Source: an optimization exercise on an open RTL-to-GDS flow (aim: small area, a short achievable clock period and few clock cycles). Production flows keep margins and buffers that such runs may drop.
RTL that was checked went through simulation tests only; none was proved equivalent to the original.
The RTL of run 2 was laid out without a check of its function.

## design/flow/config.mk

```make
export PLATFORM = sky130hd
export DESIGN_NAME = calc_ops
export DESIGN_NICKNAME = calc_ops
export VERILOG_FILES = /design/flow/design.v
export SDC_FILE = /design/flow/constraint.sdc
export NUM_CORES = 4
export LEC_CHECK = 0
export CAP_MARGIN = 20
export CORE_MARGIN = 2
export CORE_UTILIZATION = 40
export CTS_BUF_LIST = sky130_fd_sc_hd__clkbuf_8
export SLEW_MARGIN = 20
```

## design/flow/flow/run.sh

```bash
#!/bin/bash
# Own layout flow: the standard ORFS flow, with the port buffers made of
# sky130_fd_sc_hd__buf_2 and timing repair aimed below the clock period (the
# SDC and the clock period are unchanged).  make's full output goes to
# flow_make.log; ORFS keeps each step's log under orfs/logs.
set -euo pipefail
MARGIN=${MARGIN:-7.5}
bash standard.sh \
  "BUFFER_PORTS_ARGS=-buffer_cell sky130_fd_sc_hd__buf_1" \
  "SETUP_SLACK_MARGIN=$MARGIN" \
  finish > flow_make.log 2>&1
```

## design/flow/standard.sh

```bash
#!/bin/bash
# synth_recipe.tcl (not shown) runs the flow's synth.tcl, then flattens the netlist and writes it again
# the make line also repeats each setting of config.mk as NAME=value (left out here)
make -C /OpenROAD-flow-scripts/flow DESIGN_CONFIG=/design/flow/config.mk WORK_HOME=/design/flow/orfs CLKGATE_MAP_FILE= SYNTH_SCRIPT=/design/flow/synth_recipe.tcl "${@:-finish}"
```

## design/flow/design.v

```verilog
module adder (
    input  [55:0] a,
    input  [55:0] b,
    input         ci,
    output [55:0] sum
);
    assign sum = a + b + {55'd0, ci};
endmodule
module shift (
    input  [47:0] a,
    input  [47:0] b,
    output [47:0] c
);
    wire big = (|b[47:6]) | (b[5] & b[4]);
    assign c = big ? 48'd0 : (a << b[5:0]);
endmodule
module mul (
    input  [47:0] x,         
    input  [14:0] bd,        
    input         it0,       
    input         negp,      
    input  [51:0] s,
    input  [51:0] c,
    output [51:0] s_n,       
    output [51:0] c_n,
    output [7:0]  sb,        
    output [7:0]  cb,
    output        negp_n
);
    function [49:0] brow(input [2:0] e, input [47:0] xx);
        brow = {~e[2], ({49{e[0]}} & {1'b0, xx} | {49{e[1]}} & {xx, 1'b0}) ^ {49{e[2]}}};
    endfunction
    wire [2:0] e0 = bd[2:0];
    wire [2:0] e1 = bd[5:3];
    wire [2:0] e2 = bd[8:6];
    wire [2:0] e3 = bd[11:9];
    wire [2:0] e4 = bd[14:12];
    wire [49:0] r0 = brow(e0, x);
    wire [49:0] r1 = brow(e1, x);
    wire [49:0] r2 = brow(e2, x);
    wire [49:0] r3 = brow(e3, x);
    wire [49:0] r4 = brow(e4, x);
    wire [51:0] a_s = it0 ? {2'b00, r0} : s;
    wire [51:0] b_s = it0 ? (52'd3 << 49) : c;
    wire nb0 = it0 ? e0[2] : negp;
    wire n1 = e1[2];
    wire n2 = e2[2];
    wire n3 = e3[2];
    assign negp_n = e4[2];
    wire hs0;
    wire hc0;
    wire hs1;
    wire hc1;
    wire fs2;
    wire fc2;
    wire hs3;
    wire hc3;
    wire fs4;
    wire fc4;
    wire hs5;
    wire hc5;
    wire fs6;
    wire fc6;
    wire fs7;
    wire fc7;
    wire fs8;
    wire fc8;
    wire fs9;
    wire fc9;
    wire fs10;
    wire fc10;
    wire fs11;
    wire fc11;
    wire fs12;
    wire fc12;
    wire fs13;
    wire fc13;
    wire fs14;
    wire fc14;
    wire fs15;
    wire fc15;
    wire fs16;
    wire fc16;
    wire fs17;
    wire fc17;
    wire fs18;
    wire fc18;
    wire fs19;
    wire fc19;
    wire fs20;
    wire fc20;
    wire fs21;
    wire fc21;
    wire fs22;
    wire fc22;
    wire fs23;
    wire fc23;
    wire fs24;
    wire fc24;
    wire fs25;
    wire fc25;
    wire fs26;
    wire fc26;
    wire fs27;
    wire fc27;
    wire fs28;
    wire fc28;
    wire fs29;
    wire fc29;
    wire fs30;
    wire fc30;
    wire fs31;
    wire fc31;
    wire fs32;
    wire fc32;
    wire fs33;
    wire fc33;
    wire fs34;
    wire fc34;
    wire fs35;
    wire fc35;
    wire fs36;
    wire fc36;
    wire fs37;
    wire fc37;
    wire fs38;
    wire fc38;
    wire fs39;
    wire fc39;
    wire fs40;
    wire fc40;
    wire fs41;
    wire fc41;
    wire fs42;
    wire fc42;
    wire fs43;
    wire fc43;
    wire fs44;
    wire fc44;
    wire fs45;
    wire fc45;
    wire fs46;
    wire fc46;
    wire fs47;
    wire fc47;
    wire fs48;
    wire fc48;
    wire fs49;
    wire fc49;
    wire fs50;
    wire fc50;
    wire fs51;
    wire fc51;
    wire fs52;
    wire fc52;
    wire fs53;
    wire fc53;
    wire fs54;
    wire fc54;
    wire fs55;
    wire fc55;
    wire fs56;
    wire fc56;
    wire fs57;
    wire fc57;
    wire fs58;
    wire fc58;
    wire fs59;
    wire fc59;
    wire fs60;
    wire fc60;
    wire fs61;
    wire fc61;
    wire fs62;
    wire fc62;
    wire fs63;
    wire fc63;
    wire fs64;
    wire fc64;
    wire fs65;
    wire fc65;
    wire fs66;
    wire fc66;
    wire fs67;
    wire fc67;
    wire fs68;
    wire fc68;
    wire fs69;
    wire fc69;
    wire fs70;
    wire fc70;
    wire fs71;
    wire fc71;
    wire fs72;
    wire fc72;
    wire fs73;
    wire fc73;
    wire fs74;
    wire fc74;
    wire fs75;
    wire fc75;
    wire fs76;
    wire fc76;
    wire fs77;
    wire fc77;
    wire fs78;
    wire fc78;
    wire fs79;
    wire fc79;
    wire fs80;
    wire fc80;
    wire fs81;
    wire fc81;
    wire fs82;
    wire fc82;
    wire fs83;
    wire fc83;
    wire fs84;
    wire fc84;
    wire fs85;
    wire fc85;
    wire fs86;
    wire fc86;
    wire fs87;
    wire fc87;
    wire fs88;
    wire fc88;
    wire fs89;
    wire fc89;
    wire fs90;
    wire fc90;
    wire fs91;
    wire fc91;
    wire fs92;
    wire fc92;
    wire fs93;
    wire fc93;
    wire fs94;
    wire fc94;
    wire hs95;
    wire hc95;
    wire hs96;
    wire hc96;
    wire fs97;
    wire fc97;
    wire fs98;
    wire fc98;
    wire fs99;
    wire fc99;
    wire fs100;
    wire fc100;
    wire fs101;
    wire fc101;
    wire fs102;
    wire fc102;
    wire fs103;
    wire fc103;
    wire fs104;
    wire fc104;
    wire fs105;
    wire fc105;
    wire fs106;
    wire fc106;
    wire fs107;
    wire fc107;
    wire fs108;
    wire fc108;
    wire fs109;
    wire fc109;
    wire fs110;
    wire fc110;
    wire fs111;
    wire fc111;
    wire fs112;
    wire fc112;
    wire fs113;
    wire fc113;
    wire fs114;
    wire fc114;
    wire fs115;
    wire fc115;
    wire fs116;
    wire fc116;
    wire fs117;
    wire fc117;
    wire fs118;
    wire fc118;
    wire fs119;
    wire fc119;
    wire fs120;
    wire fc120;
    wire fs121;
    wire fc121;
    wire fs122;
    wire fc122;
    wire fs123;
    wire fc123;
    wire fs124;
    wire fc124;
    wire fs125;
    wire fc125;
    wire fs126;
    wire fc126;
    wire fs127;
    wire fc127;
    wire fs128;
    wire fc128;
    wire fs129;
    wire fc129;
    wire fs130;
    wire fc130;
    wire fs131;
    wire fc131;
    wire fs132;
    wire fc132;
    wire fs133;
    wire fc133;
    wire fs134;
    wire fc134;
    wire fs135;
    wire fc135;
    wire fs136;
    wire fc136;
    wire fs137;
    wire fc137;
    wire fs138;
    wire fc138;
    wire fs139;
    wire fc139;
    wire fs140;
    wire fc140;
    wire fs141;
    wire fc141;
    wire fs142;
    wire fc142;
    wire fs143;
    wire fc143;
    wire fs144;
    wire fc144;
    wire fs145;
    wire fc145;
    wire fs146;
    wire fc146;
    wire hs147;
    wire hc147;
    wire hs148;
    wire hc148;
    wire hs149;
    wire hc149;
    wire fs150;
    wire fc150;
    wire fs151;
    wire fc151;
    wire fs152;
    wire fc152;
    wire fs153;
    wire fc153;
    wire fs154;
    wire fc154;
    wire fs155;
    wire fc155;
    wire fs156;
    wire fc156;
    wire fs157;
    wire fc157;
    wire fs158;
    wire fc158;
    wire fs159;
    wire fc159;
    wire fs160;
    wire fc160;
    wire fs161;
    wire fc161;
    wire fs162;
    wire fc162;
    wire fs163;
    wire fc163;
    wire fs164;
    wire fc164;
    wire fs165;
    wire fc165;
    wire fs166;
    wire fc166;
    wire fs167;
    wire fc167;
    wire fs168;
    wire fc168;
    wire fs169;
    wire fc169;
    wire fs170;
    wire fc170;
    wire fs171;
    wire fc171;
    wire fs172;
    wire fc172;
    wire fs173;
    wire fc173;
    wire fs174;
    wire fc174;
    wire fs175;
    wire fc175;
    wire fs176;
    wire fc176;
    wire fs177;
    wire fc177;
    wire fs178;
    wire fc178;
    wire fs179;
    wire fc179;
    wire fs180;
    wire fc180;
    wire fs181;
    wire fc181;
    wire fs182;
    wire fc182;
    wire fs183;
    wire fc183;
    wire fs184;
    wire fc184;
    wire fs185;
    wire fc185;
    wire fs186;
    wire fc186;
    wire fs187;
    wire fc187;
    wire fs188;
    wire fc188;
    wire fs189;
    wire fc189;
    wire fs190;
    wire fc190;
    wire fs191;
    wire fc191;
    wire fs192;
    wire fc192;
    wire fs193;
    wire fc193;
    wire fs194;
    wire fc194;
    wire fs195;
    wire fc195;
    wire fs196;
    wire fc196;
    wire fs197;
    wire fc197;
    wire fs198;
    wire fc198;
    wire fs199;
    wire fc199;
    wire fs200;
    wire fc200;
    wire fs201;
    wire fc201;
    wire fs202;
    wire fc202;
    wire fs203;
    wire fc203;
    wire hs204;
    wire hc204;
    assign hs0 = a_s[4] ^ b_s[4];
    assign hc0 = a_s[4] & b_s[4];
    assign hs1 = a_s[5] ^ b_s[5];
    assign hc1 = a_s[5] & b_s[5];
    assign fs2 = a_s[6] ^ b_s[6] ^ n3;
    assign fc2 = (a_s[6] & b_s[6]) | (a_s[6] & n3) | (b_s[6] & n3);
    assign hs3 = r1[4] ^ r2[2];
    assign hc3 = r1[4] & r2[2];
    assign fs4 = a_s[7] ^ b_s[7] ^ r1[5];
    assign fc4 = (a_s[7] & b_s[7]) | (a_s[7] & r1[5]) | (b_s[7] & r1[5]);
    assign hs5 = r2[3] ^ r3[1];
    assign hc5 = r2[3] & r3[1];
    assign fs6 = a_s[8] ^ b_s[8] ^ r1[6];
    assign fc6 = (a_s[8] & b_s[8]) | (a_s[8] & r1[6]) | (b_s[8] & r1[6]);
    assign fs7 = r2[4] ^ r3[2] ^ r4[0];
    assign fc7 = (r2[4] & r3[2]) | (r2[4] & r4[0]) | (r3[2] & r4[0]);
    assign fs8 = a_s[9] ^ b_s[9] ^ r1[7];
    assign fc8 = (a_s[9] & b_s[9]) | (a_s[9] & r1[7]) | (b_s[9] & r1[7]);
    assign fs9 = r2[5] ^ r3[3] ^ r4[1];
    assign fc9 = (r2[5] & r3[3]) | (r2[5] & r4[1]) | (r3[3] & r4[1]);
    assign fs10 = a_s[10] ^ b_s[10] ^ r1[8];
    assign fc10 = (a_s[10] & b_s[10]) | (a_s[10] & r1[8]) | (b_s[10] & r1[8]);
    assign fs11 = r2[6] ^ r3[4] ^ r4[2];
    assign fc11 = (r2[6] & r3[4]) | (r2[6] & r4[2]) | (r3[4] & r4[2]);
    assign fs12 = a_s[11] ^ b_s[11] ^ r1[9];
    assign fc12 = (a_s[11] & b_s[11]) | (a_s[11] & r1[9]) | (b_s[11] & r1[9]);
    assign fs13 = r2[7] ^ r3[5] ^ r4[3];
    assign fc13 = (r2[7] & r3[5]) | (r2[7] & r4[3]) | (r3[5] & r4[3]);
    assign fs14 = a_s[12] ^ b_s[12] ^ r1[10];
    assign fc14 = (a_s[12] & b_s[12]) | (a_s[12] & r1[10]) | (b_s[12] & r1[10]);
    assign fs15 = r2[8] ^ r3[6] ^ r4[4];
    assign fc15 = (r2[8] & r3[6]) | (r2[8] & r4[4]) | (r3[6] & r4[4]);
    assign fs16 = a_s[13] ^ b_s[13] ^ r1[11];
    assign fc16 = (a_s[13] & b_s[13]) | (a_s[13] & r1[11]) | (b_s[13] & r1[11]);
    assign fs17 = r2[9] ^ r3[7] ^ r4[5];
    assign fc17 = (r2[9] & r3[7]) | (r2[9] & r4[5]) | (r3[7] & r4[5]);
    assign fs18 = a_s[14] ^ b_s[14] ^ r1[12];
    assign fc18 = (a_s[14] & b_s[14]) | (a_s[14] & r1[12]) | (b_s[14] & r1[12]);
    assign fs19 = r2[10] ^ r3[8] ^ r4[6];
    assign fc19 = (r2[10] & r3[8]) | (r2[10] & r4[6]) | (r3[8] & r4[6]);
    assign fs20 = a_s[15] ^ b_s[15] ^ r1[13];
    assign fc20 = (a_s[15] & b_s[15]) | (a_s[15] & r1[13]) | (b_s[15] & r1[13]);
    assign fs21 = r2[11] ^ r3[9] ^ r4[7];
    assign fc21 = (r2[11] & r3[9]) | (r2[11] & r4[7]) | (r3[9] & r4[7]);
    assign fs22 = a_s[16] ^ b_s[16] ^ r1[14];
    assign fc22 = (a_s[16] & b_s[16]) | (a_s[16] & r1[14]) | (b_s[16] & r1[14]);
    assign fs23 = r2[12] ^ r3[10] ^ r4[8];
    assign fc23 = (r2[12] & r3[10]) | (r2[12] & r4[8]) | (r3[10] & r4[8]);
    assign fs24 = a_s[17] ^ b_s[17] ^ r1[15];
    assign fc24 = (a_s[17] & b_s[17]) | (a_s[17] & r1[15]) | (b_s[17] & r1[15]);
    assign fs25 = r2[13] ^ r3[11] ^ r4[9];
    assign fc25 = (r2[13] & r3[11]) | (r2[13] & r4[9]) | (r3[11] & r4[9]);
    assign fs26 = a_s[18] ^ b_s[18] ^ r1[16];
    assign fc26 = (a_s[18] & b_s[18]) | (a_s[18] & r1[16]) | (b_s[18] & r1[16]);
    assign fs27 = r2[14] ^ r3[12] ^ r4[10];
    assign fc27 = (r2[14] & r3[12]) | (r2[14] & r4[10]) | (r3[12] & r4[10]);
    assign fs28 = a_s[19] ^ b_s[19] ^ r1[17];
    assign fc28 = (a_s[19] & b_s[19]) | (a_s[19] & r1[17]) | (b_s[19] & r1[17]);
    assign fs29 = r2[15] ^ r3[13] ^ r4[11];
    assign fc29 = (r2[15] & r3[13]) | (r2[15] & r4[11]) | (r3[13] & r4[11]);
    assign fs30 = a_s[20] ^ b_s[20] ^ r1[18];
    assign fc30 = (a_s[20] & b_s[20]) | (a_s[20] & r1[18]) | (b_s[20] & r1[18]);
    assign fs31 = r2[16] ^ r3[14] ^ r4[12];
    assign fc31 = (r2[16] & r3[14]) | (r2[16] & r4[12]) | (r3[14] & r4[12]);
    assign fs32 = a_s[21] ^ b_s[21] ^ r1[19];
    assign fc32 = (a_s[21] & b_s[21]) | (a_s[21] & r1[19]) | (b_s[21] & r1[19]);
    assign fs33 = r2[17] ^ r3[15] ^ r4[13];
    assign fc33 = (r2[17] & r3[15]) | (r2[17] & r4[13]) | (r3[15] & r4[13]);
    assign fs34 = a_s[22] ^ b_s[22] ^ r1[20];
    assign fc34 = (a_s[22] & b_s[22]) | (a_s[22] & r1[20]) | (b_s[22] & r1[20]);
    assign fs35 = r2[18] ^ r3[16] ^ r4[14];
    assign fc35 = (r2[18] & r3[16]) | (r2[18] & r4[14]) | (r3[16] & r4[14]);
    assign fs36 = a_s[23] ^ b_s[23] ^ r1[21];
    assign fc36 = (a_s[23] & b_s[23]) | (a_s[23] & r1[21]) | (b_s[23] & r1[21]);
    assign fs37 = r2[19] ^ r3[17] ^ r4[15];
    assign fc37 = (r2[19] & r3[17]) | (r2[19] & r4[15]) | (r3[17] & r4[15]);
    assign fs38 = a_s[24] ^ b_s[24] ^ r1[22];
    assign fc38 = (a_s[24] & b_s[24]) | (a_s[24] & r1[22]) | (b_s[24] & r1[22]);
    assign fs39 = r2[20] ^ r3[18] ^ r4[16];
    assign fc39 = (r2[20] & r3[18]) | (r2[20] & r4[16]) | (r3[18] & r4[16]);
    assign fs40 = a_s[25] ^ b_s[25] ^ r1[23];
    assign fc40 = (a_s[25] & b_s[25]) | (a_s[25] & r1[23]) | (b_s[25] & r1[23]);
    assign fs41 = r2[21] ^ r3[19] ^ r4[17];
    assign fc41 = (r2[21] & r3[19]) | (r2[21] & r4[17]) | (r3[19] & r4[17]);
    assign fs42 = a_s[26] ^ b_s[26] ^ r1[24];
    assign fc42 = (a_s[26] & b_s[26]) | (a_s[26] & r1[24]) | (b_s[26] & r1[24]);
    assign fs43 = r2[22] ^ r3[20] ^ r4[18];
    assign fc43 = (r2[22] & r3[20]) | (r2[22] & r4[18]) | (r3[20] & r4[18]);
    assign fs44 = a_s[27] ^ b_s[27] ^ r1[25];
    assign fc44 = (a_s[27] & b_s[27]) | (a_s[27] & r1[25]) | (b_s[27] & r1[25]);
    assign fs45 = r2[23] ^ r3[21] ^ r4[19];
    assign fc45 = (r2[23] & r3[21]) | (r2[23] & r4[19]) | (r3[21] & r4[19]);
    assign fs46 = a_s[28] ^ b_s[28] ^ r1[26];
    assign fc46 = (a_s[28] & b_s[28]) | (a_s[28] & r1[26]) | (b_s[28] & r1[26]);
    assign fs47 = r2[24] ^ r3[22] ^ r4[20];
    assign fc47 = (r2[24] & r3[22]) | (r2[24] & r4[20]) | (r3[22] & r4[20]);
    assign fs48 = a_s[29] ^ b_s[29] ^ r1[27];
    assign fc48 = (a_s[29] & b_s[29]) | (a_s[29] & r1[27]) | (b_s[29] & r1[27]);
    assign fs49 = r2[25] ^ r3[23] ^ r4[21];
    assign fc49 = (r2[25] & r3[23]) | (r2[25] & r4[21]) | (r3[23] & r4[21]);
    assign fs50 = a_s[30] ^ b_s[30] ^ r1[28];
    assign fc50 = (a_s[30] & b_s[30]) | (a_s[30] & r1[28]) | (b_s[30] & r1[28]);
    assign fs51 = r2[26] ^ r3[24] ^ r4[22];
    assign fc51 = (r2[26] & r3[24]) | (r2[26] & r4[22]) | (r3[24] & r4[22]);
    assign fs52 = a_s[31] ^ b_s[31] ^ r1[29];
    assign fc52 = (a_s[31] & b_s[31]) | (a_s[31] & r1[29]) | (b_s[31] & r1[29]);
    assign fs53 = r2[27] ^ r3[25] ^ r4[23];
    assign fc53 = (r2[27] & r3[25]) | (r2[27] & r4[23]) | (r3[25] & r4[23]);
    assign fs54 = a_s[32] ^ b_s[32] ^ r1[30];
    assign fc54 = (a_s[32] & b_s[32]) | (a_s[32] & r1[30]) | (b_s[32] & r1[30]);
    assign fs55 = r2[28] ^ r3[26] ^ r4[24];
    assign fc55 = (r2[28] & r3[26]) | (r2[28] & r4[24]) | (r3[26] & r4[24]);
    assign fs56 = a_s[33] ^ b_s[33] ^ r1[31];
    assign fc56 = (a_s[33] & b_s[33]) | (a_s[33] & r1[31]) | (b_s[33] & r1[31]);
    assign fs57 = r2[29] ^ r3[27] ^ r4[25];
    assign fc57 = (r2[29] & r3[27]) | (r2[29] & r4[25]) | (r3[27] & r4[25]);
    assign fs58 = a_s[34] ^ b_s[34] ^ r1[32];
    assign fc58 = (a_s[34] & b_s[34]) | (a_s[34] & r1[32]) | (b_s[34] & r1[32]);
    assign fs59 = r2[30] ^ r3[28] ^ r4[26];
    assign fc59 = (r2[30] & r3[28]) | (r2[30] & r4[26]) | (r3[28] & r4[26]);
    assign fs60 = a_s[35] ^ b_s[35] ^ r1[33];
    assign fc60 = (a_s[35] & b_s[35]) | (a_s[35] & r1[33]) | (b_s[35] & r1[33]);
    assign fs61 = r2[31] ^ r3[29] ^ r4[27];
    assign fc61 = (r2[31] & r3[29]) | (r2[31] & r4[27]) | (r3[29] & r4[27]);
    assign fs62 = a_s[36] ^ b_s[36] ^ r1[34];
    assign fc62 = (a_s[36] & b_s[36]) | (a_s[36] & r1[34]) | (b_s[36] & r1[34]);
    assign fs63 = r2[32] ^ r3[30] ^ r4[28];
    assign fc63 = (r2[32] & r3[30]) | (r2[32] & r4[28]) | (r3[30] & r4[28]);
    assign fs64 = a_s[37] ^ b_s[37] ^ r1[35];
    assign fc64 = (a_s[37] & b_s[37]) | (a_s[37] & r1[35]) | (b_s[37] & r1[35]);
    assign fs65 = r2[33] ^ r3[31] ^ r4[29];
    assign fc65 = (r2[33] & r3[31]) | (r2[33] & r4[29]) | (r3[31] & r4[29]);
    assign fs66 = a_s[38] ^ b_s[38] ^ r1[36];
    assign fc66 = (a_s[38] & b_s[38]) | (a_s[38] & r1[36]) | (b_s[38] & r1[36]);
    assign fs67 = r2[34] ^ r3[32] ^ r4[30];
    assign fc67 = (r2[34] & r3[32]) | (r2[34] & r4[30]) | (r3[32] & r4[30]);
    assign fs68 = a_s[39] ^ b_s[39] ^ r1[37];
    assign fc68 = (a_s[39] & b_s[39]) | (a_s[39] & r1[37]) | (b_s[39] & r1[37]);
    assign fs69 = r2[35] ^ r3[33] ^ r4[31];
    assign fc69 = (r2[35] & r3[33]) | (r2[35] & r4[31]) | (r3[33] & r4[31]);
    assign fs70 = a_s[40] ^ b_s[40] ^ r1[38];
    assign fc70 = (a_s[40] & b_s[40]) | (a_s[40] & r1[38]) | (b_s[40] & r1[38]);
    assign fs71 = r2[36] ^ r3[34] ^ r4[32];
    assign fc71 = (r2[36] & r3[34]) | (r2[36] & r4[32]) | (r3[34] & r4[32]);
    assign fs72 = a_s[41] ^ b_s[41] ^ r1[39];
    assign fc72 = (a_s[41] & b_s[41]) | (a_s[41] & r1[39]) | (b_s[41] & r1[39]);
    assign fs73 = r2[37] ^ r3[35] ^ r4[33];
    assign fc73 = (r2[37] & r3[35]) | (r2[37] & r4[33]) | (r3[35] & r4[33]);
    assign fs74 = a_s[42] ^ b_s[42] ^ r1[40];
    assign fc74 = (a_s[42] & b_s[42]) | (a_s[42] & r1[40]) | (b_s[42] & r1[40]);
    assign fs75 = r2[38] ^ r3[36] ^ r4[34];
    assign fc75 = (r2[38] & r3[36]) | (r2[38] & r4[34]) | (r3[36] & r4[34]);
    assign fs76 = a_s[43] ^ b_s[43] ^ r1[41];
    assign fc76 = (a_s[43] & b_s[43]) | (a_s[43] & r1[41]) | (b_s[43] & r1[41]);
    assign fs77 = r2[39] ^ r3[37] ^ r4[35];
    assign fc77 = (r2[39] & r3[37]) | (r2[39] & r4[35]) | (r3[37] & r4[35]);
    assign fs78 = a_s[44] ^ b_s[44] ^ r1[42];
    assign fc78 = (a_s[44] & b_s[44]) | (a_s[44] & r1[42]) | (b_s[44] & r1[42]);
    assign fs79 = r2[40] ^ r3[38] ^ r4[36];
    assign fc79 = (r2[40] & r3[38]) | (r2[40] & r4[36]) | (r3[38] & r4[36]);
    assign fs80 = a_s[45] ^ b_s[45] ^ r1[43];
    assign fc80 = (a_s[45] & b_s[45]) | (a_s[45] & r1[43]) | (b_s[45] & r1[43]);
    assign fs81 = r2[41] ^ r3[39] ^ r4[37];
    assign fc81 = (r2[41] & r3[39]) | (r2[41] & r4[37]) | (r3[39] & r4[37]);
    assign fs82 = a_s[46] ^ b_s[46] ^ r1[44];
    assign fc82 = (a_s[46] & b_s[46]) | (a_s[46] & r1[44]) | (b_s[46] & r1[44]);
    assign fs83 = r2[42] ^ r3[40] ^ r4[38];
    assign fc83 = (r2[42] & r3[40]) | (r2[42] & r4[38]) | (r3[40] & r4[38]);
    assign fs84 = a_s[47] ^ b_s[47] ^ r1[45];
    assign fc84 = (a_s[47] & b_s[47]) | (a_s[47] & r1[45]) | (b_s[47] & r1[45]);
    assign fs85 = r2[43] ^ r3[41] ^ r4[39];
    assign fc85 = (r2[43] & r3[41]) | (r2[43] & r4[39]) | (r3[41] & r4[39]);
    assign fs86 = a_s[48] ^ b_s[48] ^ r1[46];
    assign fc86 = (a_s[48] & b_s[48]) | (a_s[48] & r1[46]) | (b_s[48] & r1[46]);
    assign fs87 = r2[44] ^ r3[42] ^ r4[40];
    assign fc87 = (r2[44] & r3[42]) | (r2[44] & r4[40]) | (r3[42] & r4[40]);
    assign fs88 = a_s[49] ^ b_s[49] ^ r1[47];
    assign fc88 = (a_s[49] & b_s[49]) | (a_s[49] & r1[47]) | (b_s[49] & r1[47]);
    assign fs89 = r2[45] ^ r3[43] ^ r4[41];
    assign fc89 = (r2[45] & r3[43]) | (r2[45] & r4[41]) | (r3[43] & r4[41]);
    assign fs90 = a_s[50] ^ b_s[50] ^ r1[48];
    assign fc90 = (a_s[50] & b_s[50]) | (a_s[50] & r1[48]) | (b_s[50] & r1[48]);
    assign fs91 = r2[46] ^ r3[44] ^ r4[42];
    assign fc91 = (r2[46] & r3[44]) | (r2[46] & r4[42]) | (r3[44] & r4[42]);
    assign fs92 = a_s[51] ^ b_s[51] ^ r1[49];
    assign fc92 = (a_s[51] & b_s[51]) | (a_s[51] & r1[49]) | (b_s[51] & r1[49]);
    assign fs93 = r2[47] ^ r3[45] ^ r4[43];
    assign fc93 = (r2[47] & r3[45]) | (r2[47] & r4[43]) | (r3[45] & r4[43]);
    assign fs94 = 1'b1 ^ r2[48] ^ r3[46];
    assign fc94 = (1'b1 & r2[48]) | (1'b1 & r3[46]) | (r2[48] & r3[46]);
    assign hs95 = a_s[2] ^ b_s[2];
    assign hc95 = a_s[2] & b_s[2];
    assign hs96 = a_s[3] ^ b_s[3];
    assign hc96 = a_s[3] & b_s[3];
    assign fs97 = n2 ^ hs0 ^ r1[2];
    assign fc97 = (n2 & hs0) | (n2 & r1[2]) | (hs0 & r1[2]);
    assign fs98 = hc0 ^ hs1 ^ r1[3];
    assign fc98 = (hc0 & hs1) | (hc0 & r1[3]) | (hs1 & r1[3]);
    assign fs99 = hc1 ^ r3[0] ^ fs2;
    assign fc99 = (hc1 & r3[0]) | (hc1 & fs2) | (r3[0] & fs2);
    assign fs100 = fc2 ^ hc3 ^ hs5;
    assign fc100 = (fc2 & hc3) | (fc2 & hs5) | (hc3 & hs5);
    assign fs101 = hc5 ^ fc4 ^ fs6;
    assign fc101 = (hc5 & fc4) | (hc5 & fs6) | (fc4 & fs6);
    assign fs102 = fc6 ^ fc7 ^ fs8;
    assign fc102 = (fc6 & fc7) | (fc6 & fs8) | (fc7 & fs8);
    assign fs103 = fc8 ^ fc9 ^ fs10;
    assign fc103 = (fc8 & fc9) | (fc8 & fs10) | (fc9 & fs10);
    assign fs104 = fc10 ^ fc11 ^ fs12;
    assign fc104 = (fc10 & fc11) | (fc10 & fs12) | (fc11 & fs12);
    assign fs105 = fc12 ^ fc13 ^ fs14;
    assign fc105 = (fc12 & fc13) | (fc12 & fs14) | (fc13 & fs14);
    assign fs106 = fc14 ^ fc15 ^ fs16;
    assign fc106 = (fc14 & fc15) | (fc14 & fs16) | (fc15 & fs16);
    assign fs107 = fc16 ^ fc17 ^ fs18;
    assign fc107 = (fc16 & fc17) | (fc16 & fs18) | (fc17 & fs18);
    assign fs108 = fc18 ^ fc19 ^ fs20;
    assign fc108 = (fc18 & fc19) | (fc18 & fs20) | (fc19 & fs20);
    assign fs109 = fc20 ^ fc21 ^ fs22;
    assign fc109 = (fc20 & fc21) | (fc20 & fs22) | (fc21 & fs22);
    assign fs110 = fc22 ^ fc23 ^ fs24;
    assign fc110 = (fc22 & fc23) | (fc22 & fs24) | (fc23 & fs24);
    assign fs111 = fc24 ^ fc25 ^ fs26;
    assign fc111 = (fc24 & fc25) | (fc24 & fs26) | (fc25 & fs26);
    assign fs112 = fc26 ^ fc27 ^ fs28;
    assign fc112 = (fc26 & fc27) | (fc26 & fs28) | (fc27 & fs28);
    assign fs113 = fc28 ^ fc29 ^ fs30;
    assign fc113 = (fc28 & fc29) | (fc28 & fs30) | (fc29 & fs30);
    assign fs114 = fc30 ^ fc31 ^ fs32;
    assign fc114 = (fc30 & fc31) | (fc30 & fs32) | (fc31 & fs32);
    assign fs115 = fc32 ^ fc33 ^ fs34;
    assign fc115 = (fc32 & fc33) | (fc32 & fs34) | (fc33 & fs34);
    assign fs116 = fc34 ^ fc35 ^ fs36;
    assign fc116 = (fc34 & fc35) | (fc34 & fs36) | (fc35 & fs36);
    assign fs117 = fc36 ^ fc37 ^ fs38;
    assign fc117 = (fc36 & fc37) | (fc36 & fs38) | (fc37 & fs38);
    assign fs118 = fc38 ^ fc39 ^ fs40;
    assign fc118 = (fc38 & fc39) | (fc38 & fs40) | (fc39 & fs40);
    assign fs119 = fc40 ^ fc41 ^ fs42;
    assign fc119 = (fc40 & fc41) | (fc40 & fs42) | (fc41 & fs42);
    assign fs120 = fc42 ^ fc43 ^ fs44;
    assign fc120 = (fc42 & fc43) | (fc42 & fs44) | (fc43 & fs44);
    assign fs121 = fc44 ^ fc45 ^ fs46;
    assign fc121 = (fc44 & fc45) | (fc44 & fs46) | (fc45 & fs46);
    assign fs122 = fc46 ^ fc47 ^ fs48;
    assign fc122 = (fc46 & fc47) | (fc46 & fs48) | (fc47 & fs48);
    assign fs123 = fc48 ^ fc49 ^ fs50;
    assign fc123 = (fc48 & fc49) | (fc48 & fs50) | (fc49 & fs50);
    assign fs124 = fc50 ^ fc51 ^ fs52;
    assign fc124 = (fc50 & fc51) | (fc50 & fs52) | (fc51 & fs52);
    assign fs125 = fc52 ^ fc53 ^ fs54;
    assign fc125 = (fc52 & fc53) | (fc52 & fs54) | (fc53 & fs54);
    assign fs126 = fc54 ^ fc55 ^ fs56;
    assign fc126 = (fc54 & fc55) | (fc54 & fs56) | (fc55 & fs56);
    assign fs127 = fc56 ^ fc57 ^ fs58;
    assign fc127 = (fc56 & fc57) | (fc56 & fs58) | (fc57 & fs58);
    assign fs128 = fc58 ^ fc59 ^ fs60;
    assign fc128 = (fc58 & fc59) | (fc58 & fs60) | (fc59 & fs60);
    assign fs129 = fc60 ^ fc61 ^ fs62;
    assign fc129 = (fc60 & fc61) | (fc60 & fs62) | (fc61 & fs62);
    assign fs130 = fc62 ^ fc63 ^ fs64;
    assign fc130 = (fc62 & fc63) | (fc62 & fs64) | (fc63 & fs64);
    assign fs131 = fc64 ^ fc65 ^ fs66;
    assign fc131 = (fc64 & fc65) | (fc64 & fs66) | (fc65 & fs66);
    assign fs132 = fc66 ^ fc67 ^ fs68;
    assign fc132 = (fc66 & fc67) | (fc66 & fs68) | (fc67 & fs68);
    assign fs133 = fc68 ^ fc69 ^ fs70;
    assign fc133 = (fc68 & fc69) | (fc68 & fs70) | (fc69 & fs70);
    assign fs134 = fc70 ^ fc71 ^ fs72;
    assign fc134 = (fc70 & fc71) | (fc70 & fs72) | (fc71 & fs72);
    assign fs135 = fc72 ^ fc73 ^ fs74;
    assign fc135 = (fc72 & fc73) | (fc72 & fs74) | (fc73 & fs74);
    assign fs136 = fc74 ^ fc75 ^ fs76;
    assign fc136 = (fc74 & fc75) | (fc74 & fs76) | (fc75 & fs76);
    assign fs137 = fc76 ^ fc77 ^ fs78;
    assign fc137 = (fc76 & fc77) | (fc76 & fs78) | (fc77 & fs78);
    assign fs138 = fc78 ^ fc79 ^ fs80;
    assign fc138 = (fc78 & fc79) | (fc78 & fs80) | (fc79 & fs80);
    assign fs139 = fc80 ^ fc81 ^ fs82;
    assign fc139 = (fc80 & fc81) | (fc80 & fs82) | (fc81 & fs82);
    assign fs140 = fc82 ^ fc83 ^ fs84;
    assign fc140 = (fc82 & fc83) | (fc82 & fs84) | (fc83 & fs84);
    assign fs141 = fc84 ^ fc85 ^ fs86;
    assign fc141 = (fc84 & fc85) | (fc84 & fs86) | (fc85 & fs86);
    assign fs142 = fc86 ^ fc87 ^ fs88;
    assign fc142 = (fc86 & fc87) | (fc86 & fs88) | (fc87 & fs88);
    assign fs143 = fc88 ^ fc89 ^ fs90;
    assign fc143 = (fc88 & fc89) | (fc88 & fs90) | (fc89 & fs90);
    assign fs144 = fc90 ^ fc91 ^ fs92;
    assign fc144 = (fc90 & fc91) | (fc90 & fs92) | (fc91 & fs92);
    assign fs145 = r4[44] ^ fc92 ^ fc93;
    assign fc145 = (r4[44] & fc92) | (r4[44] & fc93) | (fc92 & fc93);
    assign fs146 = r2[49] ^ r3[47] ^ r4[45];
    assign fc146 = (r2[49] & r3[47]) | (r2[49] & r4[45]) | (r3[47] & r4[45]);
    assign hs147 = 1'b1 ^ r3[48];
    assign hc147 = 1'b1 & r3[48];
    assign hs148 = a_s[0] ^ b_s[0];
    assign hc148 = a_s[0] & b_s[0];
    assign hs149 = a_s[1] ^ b_s[1];
    assign hc149 = a_s[1] & b_s[1];
    assign fs150 = n1 ^ hs95 ^ r1[0];
    assign fc150 = (n1 & hs95) | (n1 & r1[0]) | (hs95 & r1[0]);
    assign fs151 = hc95 ^ hs96 ^ r1[1];
    assign fc151 = (hc95 & hs96) | (hc95 & r1[1]) | (hs96 & r1[1]);
    assign fs152 = hc96 ^ r2[0] ^ fs97;
    assign fc152 = (hc96 & r2[0]) | (hc96 & fs97) | (r2[0] & fs97);
    assign fs153 = r2[1] ^ fc97 ^ fs98;
    assign fc153 = (r2[1] & fc97) | (r2[1] & fs98) | (fc97 & fs98);
    assign fs154 = hs3 ^ fc98 ^ fs99;
    assign fc154 = (hs3 & fc98) | (hs3 & fs99) | (fc98 & fs99);
    assign fs155 = fs4 ^ fc99 ^ fs100;
    assign fc155 = (fs4 & fc99) | (fs4 & fs100) | (fc99 & fs100);
    assign fs156 = fs7 ^ fc100 ^ fs101;
    assign fc156 = (fs7 & fc100) | (fs7 & fs101) | (fc100 & fs101);
    assign fs157 = fs9 ^ fc101 ^ fs102;
    assign fc157 = (fs9 & fc101) | (fs9 & fs102) | (fc101 & fs102);
    assign fs158 = fs11 ^ fc102 ^ fs103;
    assign fc158 = (fs11 & fc102) | (fs11 & fs103) | (fc102 & fs103);
    assign fs159 = fs13 ^ fc103 ^ fs104;
    assign fc159 = (fs13 & fc103) | (fs13 & fs104) | (fc103 & fs104);
    assign fs160 = fs15 ^ fc104 ^ fs105;
    assign fc160 = (fs15 & fc104) | (fs15 & fs105) | (fc104 & fs105);
    assign fs161 = fs17 ^ fc105 ^ fs106;
    assign fc161 = (fs17 & fc105) | (fs17 & fs106) | (fc105 & fs106);
    assign fs162 = fs19 ^ fc106 ^ fs107;
    assign fc162 = (fs19 & fc106) | (fs19 & fs107) | (fc106 & fs107);
    assign fs163 = fs21 ^ fc107 ^ fs108;
    assign fc163 = (fs21 & fc107) | (fs21 & fs108) | (fc107 & fs108);
    assign fs164 = fs23 ^ fc108 ^ fs109;
    assign fc164 = (fs23 & fc108) | (fs23 & fs109) | (fc108 & fs109);
    assign fs165 = fs25 ^ fc109 ^ fs110;
    assign fc165 = (fs25 & fc109) | (fs25 & fs110) | (fc109 & fs110);
    assign fs166 = fs27 ^ fc110 ^ fs111;
    assign fc166 = (fs27 & fc110) | (fs27 & fs111) | (fc110 & fs111);
    assign fs167 = fs29 ^ fc111 ^ fs112;
    assign fc167 = (fs29 & fc111) | (fs29 & fs112) | (fc111 & fs112);
    assign fs168 = fs31 ^ fc112 ^ fs113;
    assign fc168 = (fs31 & fc112) | (fs31 & fs113) | (fc112 & fs113);
    assign fs169 = fs33 ^ fc113 ^ fs114;
    assign fc169 = (fs33 & fc113) | (fs33 & fs114) | (fc113 & fs114);
    assign fs170 = fs35 ^ fc114 ^ fs115;
    assign fc170 = (fs35 & fc114) | (fs35 & fs115) | (fc114 & fs115);
    assign fs171 = fs37 ^ fc115 ^ fs116;
    assign fc171 = (fs37 & fc115) | (fs37 & fs116) | (fc115 & fs116);
    assign fs172 = fs39 ^ fc116 ^ fs117;
    assign fc172 = (fs39 & fc116) | (fs39 & fs117) | (fc116 & fs117);
    assign fs173 = fs41 ^ fc117 ^ fs118;
    assign fc173 = (fs41 & fc117) | (fs41 & fs118) | (fc117 & fs118);
    assign fs174 = fs43 ^ fc118 ^ fs119;
    assign fc174 = (fs43 & fc118) | (fs43 & fs119) | (fc118 & fs119);
    assign fs175 = fs45 ^ fc119 ^ fs120;
    assign fc175 = (fs45 & fc119) | (fs45 & fs120) | (fc119 & fs120);
    assign fs176 = fs47 ^ fc120 ^ fs121;
    assign fc176 = (fs47 & fc120) | (fs47 & fs121) | (fc120 & fs121);
    assign fs177 = fs49 ^ fc121 ^ fs122;
    assign fc177 = (fs49 & fc121) | (fs49 & fs122) | (fc121 & fs122);
    assign fs178 = fs51 ^ fc122 ^ fs123;
    assign fc178 = (fs51 & fc122) | (fs51 & fs123) | (fc122 & fs123);
    assign fs179 = fs53 ^ fc123 ^ fs124;
    assign fc179 = (fs53 & fc123) | (fs53 & fs124) | (fc123 & fs124);
    assign fs180 = fs55 ^ fc124 ^ fs125;
    assign fc180 = (fs55 & fc124) | (fs55 & fs125) | (fc124 & fs125);
    assign fs181 = fs57 ^ fc125 ^ fs126;
    assign fc181 = (fs57 & fc125) | (fs57 & fs126) | (fc125 & fs126);
    assign fs182 = fs59 ^ fc126 ^ fs127;
    assign fc182 = (fs59 & fc126) | (fs59 & fs127) | (fc126 & fs127);
    assign fs183 = fs61 ^ fc127 ^ fs128;
    assign fc183 = (fs61 & fc127) | (fs61 & fs128) | (fc127 & fs128);
    assign fs184 = fs63 ^ fc128 ^ fs129;
    assign fc184 = (fs63 & fc128) | (fs63 & fs129) | (fc128 & fs129);
    assign fs185 = fs65 ^ fc129 ^ fs130;
    assign fc185 = (fs65 & fc129) | (fs65 & fs130) | (fc129 & fs130);
    assign fs186 = fs67 ^ fc130 ^ fs131;
    assign fc186 = (fs67 & fc130) | (fs67 & fs131) | (fc130 & fs131);
    assign fs187 = fs69 ^ fc131 ^ fs132;
    assign fc187 = (fs69 & fc131) | (fs69 & fs132) | (fc131 & fs132);
    assign fs188 = fs71 ^ fc132 ^ fs133;
    assign fc188 = (fs71 & fc132) | (fs71 & fs133) | (fc132 & fs133);
    assign fs189 = fs73 ^ fc133 ^ fs134;
    assign fc189 = (fs73 & fc133) | (fs73 & fs134) | (fc133 & fs134);
    assign fs190 = fs75 ^ fc134 ^ fs135;
    assign fc190 = (fs75 & fc134) | (fs75 & fs135) | (fc134 & fs135);
    assign fs191 = fs77 ^ fc135 ^ fs136;
    assign fc191 = (fs77 & fc135) | (fs77 & fs136) | (fc135 & fs136);
    assign fs192 = fs79 ^ fc136 ^ fs137;
    assign fc192 = (fs79 & fc136) | (fs79 & fs137) | (fc136 & fs137);
    assign fs193 = fs81 ^ fc137 ^ fs138;
    assign fc193 = (fs81 & fc137) | (fs81 & fs138) | (fc137 & fs138);
    assign fs194 = fs83 ^ fc138 ^ fs139;
    assign fc194 = (fs83 & fc138) | (fs83 & fs139) | (fc138 & fs139);
    assign fs195 = fs85 ^ fc139 ^ fs140;
    assign fc195 = (fs85 & fc139) | (fs85 & fs140) | (fc139 & fs140);
    assign fs196 = fs87 ^ fc140 ^ fs141;
    assign fc196 = (fs87 & fc140) | (fs87 & fs141) | (fc140 & fs141);
    assign fs197 = fs89 ^ fc141 ^ fs142;
    assign fc197 = (fs89 & fc141) | (fs89 & fs142) | (fc141 & fs142);
    assign fs198 = fs91 ^ fc142 ^ fs143;
    assign fc198 = (fs91 & fc142) | (fs91 & fs143) | (fc142 & fs143);
    assign fs199 = fs93 ^ fc143 ^ fs144;
    assign fc199 = (fs93 & fc143) | (fs93 & fs144) | (fc143 & fs144);
    assign fs200 = fs94 ^ fc144 ^ fs145;
    assign fc200 = (fs94 & fc144) | (fs94 & fs145) | (fc144 & fs145);
    assign fs201 = fc94 ^ fs146 ^ fc145;
    assign fc201 = (fc94 & fs146) | (fc94 & fc145) | (fs146 & fc145);
    assign fs202 = r4[46] ^ hs147 ^ fc146;
    assign fc202 = (r4[46] & hs147) | (r4[46] & fc146) | (hs147 & fc146);
    assign fs203 = r3[49] ^ r4[47] ^ hc147;
    assign fc203 = (r3[49] & r4[47]) | (r3[49] & hc147) | (r4[47] & hc147);
    assign hs204 = 1'b1 ^ r4[48];
    assign hc204 = 1'b1 & r4[48];
    wire [59:0] so = {1'b0, 1'b1, r4[49], hs204, fs203, fs202, fc200, fc199, fc198, fc197, fc196, fc195, fc194, fc193, fc192, fc191, fc190, fc189, fc188, fc187, fc186, fc185, fc184, fc183, fc182, fc181, fc180, fc179, fc178, fc177, fc176, fc175, fc174, fc173, fc172, fc171, fc170, fc169, fc168, fc167, fc166, fc165, fc164, fc163, fc162, fc161, fc160, fc159, fc158, fc157, fc156, fc155, fc154, fc153, fc152, fc151, fc150, hc149, hc148, nb0};
    wire [59:0] co = {1'b0, 1'b0, hc204, fc203, fc202, fc201, fs201, fs200, fs199, fs198, fs197, fs196, fs195, fs194, fs193, fs192, fs191, fs190, fs189, fs188, fs187, fs186, fs185, fs184, fs183, fs182, fs181, fs180, fs179, fs178, fs177, fs176, fs175, fs174, fs173, fs172, fs171, fs170, fs169, fs168, fs167, fs166, fs165, fs164, fs163, fs162, fs161, fs160, fs159, fs158, fs157, fs156, fs155, fs154, fs153, fs152, fs151, fs150, hs149, hs148};
    assign s_n = so[59:8];
    assign c_n = co[59:8];
    assign sb = so[7:0];
    assign cb = co[7:0];
endmodule
module calc_ops (
    input           clk,
    input           rst,
    input  [47:0]   add_a,
    input           add_empty,
    output          add_rden,
    output [47:0]   add_c,
    output          add_wren,
    input  [47:0]   shl_a,
    input           shl_empty,
    output          shl_rden,
    output [47:0]   shl_c,
    output          shl_wren,
    input  [47:0]   mul_a,
    input           mul_empty,
    output          mul_rden,
    output [47:0]   mul_c,
    output          mul_wren
);
reg        st_idle, st_capx, st_capy, st_exec, st_iter, st_hi, st_lo;
reg  [2:0] cur;          
reg  [2:0] last;         
reg  [2:0] pend;         
reg  [2:0] rden;
reg  [2:0] wren;
reg  [2:0] it;           
wire [2:0] empty = {mul_empty, shl_empty, add_empty};
wire [2:0] popx = rden & ~empty & ~({3{st_capx}} & cur);
wire [2:0] req  = pend | popx;
wire [2:0] g_after0 = req[1] ? 3'b010 : req[2] ? 3'b100 : req[0] ? 3'b001 : 3'b000;
wire [2:0] g_after1 = req[2] ? 3'b100 : req[0] ? 3'b001 : req[1] ? 3'b010 : 3'b000;
wire [2:0] g_after2 = req[0] ? 3'b001 : req[1] ? 3'b010 : req[2] ? 3'b100 : 3'b000;
wire [2:0] gsel = last[0] ? g_after0 : last[1] ? g_after1 : g_after2;
wire [2:0] grant = st_idle ? gsel : 3'b000;
wire       go = |grant;
wire       it_last = (it == 3'd5);
always @(posedge clk) begin
    if (rst) begin
        st_idle <= 1'b1;
        st_capx <= 1'b0;
        st_capy <= 1'b0;
        st_exec <= 1'b0;
        st_iter <= 1'b0;
        st_hi   <= 1'b0;
        st_lo   <= 1'b0;
        cur     <= 3'b000;
        last    <= 3'b100;
        pend    <= 3'b000;
        rden    <= 3'b111;
        wren    <= 3'b000;
        it      <= 3'd0;
    end else begin
        st_idle <= (st_idle & ~go) | st_exec | st_lo;
        st_capx <= go;
        st_capy <= st_capx;
        st_exec <= st_capy & ~cur[2];
        st_iter <= (st_capy & cur[2]) | (st_iter & ~it_last);
        st_hi   <= st_iter & it_last;
        st_lo   <= st_hi;
        it      <= st_iter ? it + 3'd1 : 3'd0;
        if (go) begin
            cur  <= grant;
            last <= grant;
        end
        pend <= (pend | popx) & ~grant;
        rden <= ~((pend | popx) & ~grant);
        wren <= cur & {3{st_exec | st_hi | st_lo}};
    end
end
assign add_rden = rden[0];
assign shl_rden = rden[1];
assign mul_rden = rden[2];
assign add_wren = wren[0];
assign shl_wren = wren[1];
assign mul_wren = wren[2];
wire [47:0] a_sel = ({48{cur[0]}} & add_a) | ({48{cur[1]}} & shl_a) | ({48{cur[2]}} & mul_a);
reg  [47:0] x;           
reg  [47:0] y;           
reg  [51:0] s, c;        
reg  [7:0]  sb, cb;      
reg         cy;          
reg         negp;
reg  [14:0] bd;          
reg         it0;         
reg         sel_sh;      
reg  [47:0] acc;         
function [2:0] benc(input y2, input y1, input y0);
    benc = {y2 & ~(y1 & y0),
            (y2 & ~y1 & ~y0) | (~y2 & y1 & y0),
            y1 ^ y0};
endfunction
function [14:0] bdig(input [9:0] v);
    bdig = {benc(v[9], v[8], v[7]), benc(v[7], v[6], v[5]), benc(v[5], v[4], v[3]),
            benc(v[3], v[2], v[1]), benc(v[1], v[0], 1'b0)};
endfunction
wire [51:0] s_n, c_n;
wire [7:0]  sb_n, cb_n;
wire        negp_n;
mul u_mul (
    .x      (x),
    .bd     (bd),
    .it0    (it0),
    .negp   (negp),
    .s      (s),
    .c      (c),
    .s_n    (s_n),
    .c_n    (c_n),
    .sb     (sb_n),
    .cb     (cb_n),
    .negp_n (negp_n)
);
wire [55:0] sum;
adder u_adder (
    .a   ({s[47:0], sb}),
    .b   ({c[47:0], cb}),
    .ci  (cy),
    .sum (sum)
);
wire [8:0] lo_byte = {1'b0, sb} + {1'b0, cb} + {8'd0, cy};
wire [47:0] shl_res;
shift u_shift (
    .a (x),
    .b (y),
    .c (shl_res)
);
always @(posedge clk) begin
    if (st_capx)
        x <= a_sel;
    if (st_capy) begin
        y  <= a_sel;
        bd <= bdig(a_sel[9:0]);
        s  <= {4'd0, a_sel};
        c  <= {4'd0, x};
        sb <= 8'd0;
        cb <= 8'd0;
        cy <= 1'b0;
    end else begin
        y  <= {it0 ? 8'd0 : lo_byte[7:0], y[47:8]};
        bd <= bdig(y[17:8]);
        s  <= s_n;
        c  <= c_n;
        sb <= sb_n;
        cb <= cb_n;
        cy <= it0 ? 1'b0 : lo_byte[8];
    end
    negp   <= negp_n;
    it0    <= st_capy;
    sel_sh <= st_capy & cur[1];
    if (st_lo)
        acc <= y;
    else if (sel_sh)
        acc <= shl_res;
    else
        acc <= sum[55:8];
end
assign add_c = acc;
assign shl_c = acc;
assign mul_c = acc;
endmodule
```

## design/flow/constraint.sdc

```tcl
create_clock -name core_clock -period 11.0 [get_ports {clk}]
set_input_delay 2.2000 -clock core_clock [delete_from_list [all_inputs] [get_ports {clk}]]
set_output_delay 2.2000 -clock core_clock [all_outputs]
set_load 0.01 [all_outputs]
```

==> results of run 1 <==
[synthesized netlist by cell type (all sizes together), types with 44 or more instances]
cell    number  area share
nand2      248       0.035
o21ai       97       0.018
nor2       125       0.017
o21a        83       0.023
buf        156       0.038
inv        179       0.025
xor2        59       0.019
fa         191        0.14
mux2i       67       0.025
dfxtp      252        0.19
edfxtp      48       0.054
a21oi      125       0.024
mux2        84       0.035
mux4        44       0.038
xnor2      232       0.076
ha          74       0.035
a22oi      253       0.071
nand2b      51       0.012
clkbuf     192       0.027
[routing by layer]
| layer | part of all wire | GRT usage | vias up | wire (um) |
|---|---|---|---|---|
| met4 | 0.035 | 0.103 | 2 | 3740 |
| met5 | 0.00010 | 0 | - | 11 |
| met1 | 0.43 | 0.422 | 12000 | 45700 |
| met2 | 0.44 | 0.461 | 1465 | 47700 |
| met3 | 0.096 | 0.0590 | 216 | 10300 |
| li1 | - | - | 10300 | - |
[placed cells by master (no fill, tap or decap), types with 11 or more instances in the layout]
cell / n
a21o_1: 19
a21oi_1: 123
a222oi_1: 38
a22oi_1: 253
a31oi_1: 22
and2_1: 14
buf_1: 292
buf_4: 32
clkbuf_8: 69
dfxtp_1: 224
dfxtp_2: 17
dfxtp_4: 11
edfxtp_1: 48
fa_1: 190
ha_1: 73
inv_1: 201
mux2_2: 83
mux2i_1: 66
mux4_2: 36
nand2_1: 248
nand2b_1: 50
nand3_1: 14
nand4_1: 23
nor2_1: 124
nor2b_1: 29
nor3_1: 26
o21a_1: 83
o21ai_0: 79
o21ai_1: 12
o21bai_1: 16
o22ai_1: 36
xnor2_1: 232
xor2_1: 59
[kinds of logic (layout without fill, tap and decap cells)]
logic type	after synthesis	in the layout	share of synthesized area
buffers and inverters	529	634	0.0902
multiplexers	195	195	0.0983
adder cells (fa/ha/maj)	265	265	0.177
XOR/XNOR	291	291	0.0950
other	0	5	0
flip-flops	300	300	0.242
AO/OA/AOI/OAI	771	771	0.200
AND/OR/NAND/NOR	573	573	0.0979
[what timing repair did]
item	CTS	global route
endpoints found under the setup margin	159	64
pin swaps	1	3
resized for setup	37	26
buffers inserted	4	9
[cell type report]
class	count	area, sq um	share of cell area
Antenna cell	5	12.5	0.000430
Tap cell	864	1080	0.0371
Timing Repair Buffer	345	1590	0.0547
Sequential cell	300	6550	0.225
Clock inverter	39	219	0.00752
Clock buffer	69	950	0.0326
Inverter	181	679	0.0233
Multi-Input combinational cell	2095	18000	0.619
[final timing paths]
check                  endpoint  slack [ns]  cells after the start
min          st_idle$_SDFF_PP1_        0.44                      1
max              acc[2]$_DFF_P_        7.49                      8
max reg2reg      acc[2]$_DFF_P_        7.49                      8
min reg2reg  st_idle$_SDFF_PP1_        0.44                      1
[worst max-delay path: cells and delay by family, from the launching register on]
kind               cells  cell delay (ns)
and+or+nand+nor        6             2.18
AOI/OAI and AO/OA      2             0.76
DFF                    1             0.41
[sequential cells by signal (all words and copies together), names as in the netlist, 8 cells and up]
signal  count
c          50
sb          8
y          46
bd         15
s          51
cb          8
x          48
acc        48
[through the flow]
stage,utilization,std cells,instance area (sq um)
after CTS,0.437,3882,28900
after global placement,0.417,3769,27600
after detailed placement,0.417,3770,27600
final,0.441,3898,29100
after floorplan,-,2924,26900
after global routing,0.440,3895,29100
==> out/results.ini, run 1 <==
[timing]
setup_ws_ns = 7.49
rsz0062_at_grt = yes
max_freq_mhz = 285
fin_skew_ns = 0.0536
setup_tns_ns = 0
finalCritPeriodShare = 0.319
finalHoldViolations = 0
finalSetupViolCount = 0
post-route-min-period_ns = 3.51
drv_slew = 0
whs_ns = 0.444
max_slew_margin = 0.229
tightestPinTransition_ns = 1.16

[synth]
async_reset_ff_frac = 0
ys_seq_area_frac = 0.242
netlist-cell-type-count = 82
synth.ff_latch_count = 300
synth-edff-count = 48
yosys_warnings = 2
synth_area_sq_mm = 0.0268
synthesis.instances = 2924
postSynthAreaPerCell_sq_um = 9.18
synth_ff_type = dfxtp_1
synth_nets = 3338

[clock_network]
ctsHtreeMaxLevel = 2
cts_sinks = 300
clockBufferDepth = 3
hold_buffers = 0
cts_tree = yes
cts_root_buf = clkbuf_8
insertion_delay_ns = 0.73
clk_pin_slew_ns = 0.06
cts_buffers = 58

[setup_path]
crit_path_max_fanout = 7
worstPathRequired_ns = 11.55
end_kind = flop
reg2reg_from = y[14]$_DFF_P_
critPathKind = reg2reg
worstPathArrival_ns = 4.06
max_stage_delay_ns = 0.54
critPathLaunchType = flop
cp-startpoint = y[14]$_DFF_P_
crit_path_cell_trace = nor4_2 -> nand4_1 -> or3_1 -> nor2_2 -> nand2_1 -> o22ai_1 -> nor2_1 -> a21oi_1
slowest_stage = or3_1

[die]
die_w_um = 263
die_h_um = 263
initial_core_util = 0.406
ios = 299
core_sq_mm = 0.0661
num_rows = 94
dieArea_sq_mm = 0.0692

[final_layout]
final_nets = 3395
fillers = 6566
drive_gt1_frac = 0.106
area_delta_synth_final_pct = 8.51

[drt]
antenna_left = 0
vias = 24000
post_drt_wl_per_cell_um = 27.6
drt-initial-drc-count = 2892
wl_um = 107000
routed_via_density = 6.15
drc = 0
first_pass_iters = 10

[place]
numPortBuffers = 298
place_ws_ns = 6.64
dpl.hpwl_um = 76400
gp_congestion = 0.969

[grt]
grt_pass1_wl_um = 157000
grt_max_degree = 69
grt_pass1_vias = 23300
antenna_found_initial = 7
gr-total-overflow = 0
groute.usage.overall = 0.300

[hold_path]
hold_start = st_exec$_SDFF_PP0_
hold_class = reg2reg

[flow_run]
maxCapViolCount = 0

[run_status]
outcome = complete, no violations

Testbench counts, summed over its fixed seeds: cycles 13,821.
==> run 2, diff against run 1 <==
--- a/design/flow/design.v
+++ b/design/flow/design.v
@@ -9,9 +9,8 @@
 module shift (
     input  [47:0] a,
-    input  [47:0] b,
+    input  [5:0]  b,
     output [47:0] c
 );
-    wire big = (|b[47:6]) | (b[5] & b[4]);
-    assign c = big ? 48'd0 : (a << b[5:0]);
+    assign c = a << b;
 endmodule
 module mul (
@@ -42,5 +41,5 @@
     wire [49:0] r4 = brow(e4, x);
     wire [51:0] a_s = it0 ? {2'b00, r0} : s;
-    wire [51:0] b_s = it0 ? (52'd3 << 49) : c;
+    wire [51:0] b_s = c;        
     wire nb0 = it0 ? e0[2] : negp;
     wire n1 = e1[2];
@@ -960,4 +959,6 @@
 reg         it0;         
 reg         sel_sh;      
+reg         sel_lo;      
+reg         sel_sum;     
 reg  [47:0] acc;         
 function [2:0] benc(input y2, input y1, input y0);
@@ -997,7 +998,8 @@
 shift u_shift (
     .a (x),
-    .b (y),
+    .b (y[5:0]),
     .c (shl_res)
 );
+wire shl_big = (|a_sel[47:6]) | (a_sel[5] & a_sel[4]);    
 always @(posedge clk) begin
     if (st_capx)
@@ -1007,5 +1009,5 @@
         bd <= bdig(a_sel[9:0]);
         s  <= {4'd0, a_sel};
-        c  <= {4'd0, x};
+        c  <= cur[2] ? (52'd3 << 49) : {4'd0, x};
         sb <= 8'd0;
         cb <= 8'd0;
@@ -1022,11 +1024,8 @@
     negp   <= negp_n;
     it0    <= st_capy;
-    sel_sh <= st_capy & cur[1];
-    if (st_lo)
-        acc <= y;
-    else if (sel_sh)
-        acc <= shl_res;
-    else
-        acc <= sum[55:8];
+    sel_sh  <= st_capy & cur[1] & ~shl_big;
+    sel_lo  <= st_hi;
+    sel_sum <= ~(st_capy & cur[1]) & ~st_hi;
+    acc <= ({48{sel_lo}} & y) | ({48{sel_sh}} & shl_res) | ({48{sel_sum}} & sum[55:8]);
 end
 assign add_c = acc;
--- a/design/flow/flow/run.sh
+++ b/design/flow/flow/run.sh
@@ -1,5 +1,5 @@
 #!/bin/bash
 # Own layout flow: the standard ORFS flow, with the port buffers made of
-# sky130_fd_sc_hd__buf_2 and timing repair aimed below the clock period (the
+# sky130_fd_sc_hd__buf_1 and timing repair aimed below the clock period (the
 # SDC and the clock period are unchanged).  make's full output goes to
 # flow_make.log; ORFS keeps each step's log under orfs/logs.
==> run 2 against run 1 <==
Net effect: hold slack got worse by 0.062 ns; final cell count rose by 0.46%; register-to-register slack barely moved; non-clock buffer count rose by 32.
==> out/results.ini, run 2 <==
[run_status]
outcome = complete, no violations

[place]
numPortBuffers = 298
gp_congestion = 0.994
dpl.hpwl_um = 76200
dp.cells = 3762
place_ws_ns = 6.44

[timing]
tightestPinTransition_ns = 1.15
finalSetupViolCount = 0
fin_skew_ns = 0.0671
setup_tns_ns = 0
setup_ws_ns = 7.47
max_slew_margin = 0.233
whs_ns = 0.382
post-route-min-period_ns = 3.53
rsz0062_at_grt = yes
drv_slew = 0
finalHoldViolations = 0
max_freq_mhz = 284
finalCritPeriodShare = 0.321

[clock_network]
clockBufferDepth = 3
ctsHtreeMaxLevel = 2
insertion_delay_ns = 0.72
cts_buffers = 58
hold_buffers = 0
cts_root_buf = clkbuf_8
cts_tree = yes
cts_sinks = 303
clk_pin_slew_ns = 0.06

[synth]
synthesis.instances = 2920
synth.ff_latch_count = 303
synth_nets = 3335
netlist_top_cells_area = dfxtp_1, fa_1, xnor2_1, a22oi_1, edfxtp_1
synth-edff-count = 48
yosysTopAreaCellShare = 0.192
yosys_warnings = 2
async_reset_ff_frac = 0
synthMostInstantiatedCell = a22oi_1
postSynthAreaPerCell_sq_um = 9.11
synth_ff_type = dfxtp_1
yosysTopAreaCell = dfxtp_1
ys_seq_area_frac = 0.246
synth.top_cells.by_count = a22oi_1, dfxtp_1, nand2_1
synth_area_sq_mm = 0.0266
netlist-cell-type-count = 80

[drt]
drc = 0
antenna_left = 0
drt-initial-drc-count = 3045
routed_via_density = 6.15
post_drt_wl_per_cell_um = 27.2
vias = 24100
first_pass_iters = 9
wl_um = 107000

[setup_path]
worstPathArrival_ns = 4.05
crit_path_max_fanout = 7
end_kind = flop
worstPathRequired_ns = 11.53
critPathLaunchType = flop
critPathKind = reg2reg

[final_layout]
final_nets = 3417
final_cell_mix = buf_1, nand2_1, a22oi_1
final_cells = 3916
mostFrequentLayoutCell = buf_1
reg_top3 = c: 51 flops, s: 51 flops
area_delta_synth_final_pct = 10.6
drive_gt1_frac = 0.0993

[die]
ios = 299
die_w_um = 262
initial_core_util = 0.404
dieArea_sq_mm = 0.0686
num_rows = 94
die_h_um = 262
core_sq_mm = 0.0659

[grt]
grt_pass1_wl_um = 155000
gr-total-overflow = 0
groute.usage.overall = 0.305
grt_max_degree = 77
grt_pass1_vias = 23100
antenna_found_initial = 3

[flow_run]
maxCapViolCount = 0

[hold_path]
hold_class = reg2reg

## run 2: cell count changes in the layout (fill, tap and decap cells not counted), sizes merged, moves of 9 or more
cell | previous run | this run
mux2 | 84 | 16
inv | 205 | 240
mux2i | 67 | 90
o22ai | 36 | 16
a22o | 1 | 39
nor3 | 28 | 15
buf | 341 | 371
a22oi | 253 | 262
o221ai | 2 | 14
nand3 | 14 | 28
nand2b | 51 | 10
a21oi | 125 | 105
a21o | 19 | 32
## run 2: stage by stage
step | area (sq um) | util
floorplan | 26700 | -
finish | 29400 | 0.447
CTS | 29000 | 0.441
global placement | 27400 | 0.415
detailed placement | 27400 | 0.415
global route | 29400 | 0.447
## run 2: worst paths after layout
check / from / end / slack (ns) / cells after the start
setup / recovery: s[22]$_DFF_P_ / acc[46]$_DFF_P_ / 7.47 / 11
hold / removal: st_hi$_SDFF_PP0_ / sel_lo$_DFF_P_ / 0.38 / 0
setup reg to reg: s[22]$_DFF_P_ / acc[46]$_DFF_P_ / 7.47 / 11
hold reg to reg: st_hi$_SDFF_PP0_ / sel_lo$_DFF_P_ / 0.38 / 0
## run 2: critical path: stages, from the launching register on
cell	delay (ns)
dfxtp_1	0.42
ha_2	0.50
nand4_4	0.16
nor4_2	0.41
nand4_1	0.21
nor3_4	0.40
o21ai_4	0.13
a2111oi_4	0.40
o31ai_1	0.14
a21oi_2	0.24
o21a_1	0.17
o211ai_1	0.14
## run 2: kinds of logic (layout without fill, tap and decap cells)
| logic type | Yosys count | count (layout) | share of synthesized area |
|---|---|---|---|
| AOI/OAI and AO/OA | 792 | 792 | 0.215 |
| muxes | 143 | 143 | 0.0719 |
| DFF | 303 | 303 | 0.246 |
| other | 0 | 1 | 0 |
| buffers and inverters | 584 | 715 | 0.0992 |
| adders and majority gates | 266 | 266 | 0.179 |
| and+or+nand+nor | 537 | 537 | 0.0916 |
| xor gates and xnor gates | 295 | 295 | 0.0971 |
## run 2: per-layer routing
| layer | vias up | wire, um | global-route usage |
|---|---|---|---|
| li1 | 10300 | - | - |
| met1 | 11800 | 41200 | 0.405 |
| met2 | 1756 | 46600 | 0.465 |
| met3 | 230 | 15100 | 0.111 |
| met4 | 0 | 3780 | 0.0904 |
| met5 | - | 0 | 0 |
## run 2: what timing repair did
action	CTS	global route
setup buffers	13	30
gates cloned	0	1
endpoints found under the hold margin	0	0
gates resized for setup	25	25
pin swaps	10	8
endpoints found under the setup margin	102	70
## run 2: final cells by class
cell class / count / area, sq um
flip-flops and latches: 303 / 6570
diodes: 1 / 2.50
fillers: 6406 / 36400
repair buffers: 377 / 1820
well taps: 864 / 1080
clock inverters: 35 / 408
multi-input cells: 2033 / 17700
inverters: 229 / 860
clock buffers: 74 / 1020

## separate check: timing with driven ports
The results above use ideal ports. As a check the final layouts listed here were re-extracted and re-timed, cells and wires unchanged. Step 1, drivers: a clkbuf_16 drives clk and a buf_2 each remaining input, both assumed. Step 2, shift: input delay + t, output delay - t, t = (earliest + latest rising clock arrival at the registers) / 2. This alone moves slack from input paths to output paths. a / b / c = no drivers / after step 1 / after step 2; a / b = the first two.
run	t (ns)	setup WS [ns]	worst hold slack (ns)	worst register clock-pin slew, ns
run 1	0.758	7.487 / 7.458 / 6.947	0.444 / 0.444 / 0.444	0.08 / 0.08
run 2	0.748	7.474 / 7.474 / 6.858	0.382 / 0.382 / 0.382	0.07 / 0.07
After both steps setup and hold are still met in every run listed. The setup slack of run 2, which loses most, moves by 0.000 ns with the drivers and by -0.616 ns with both steps.
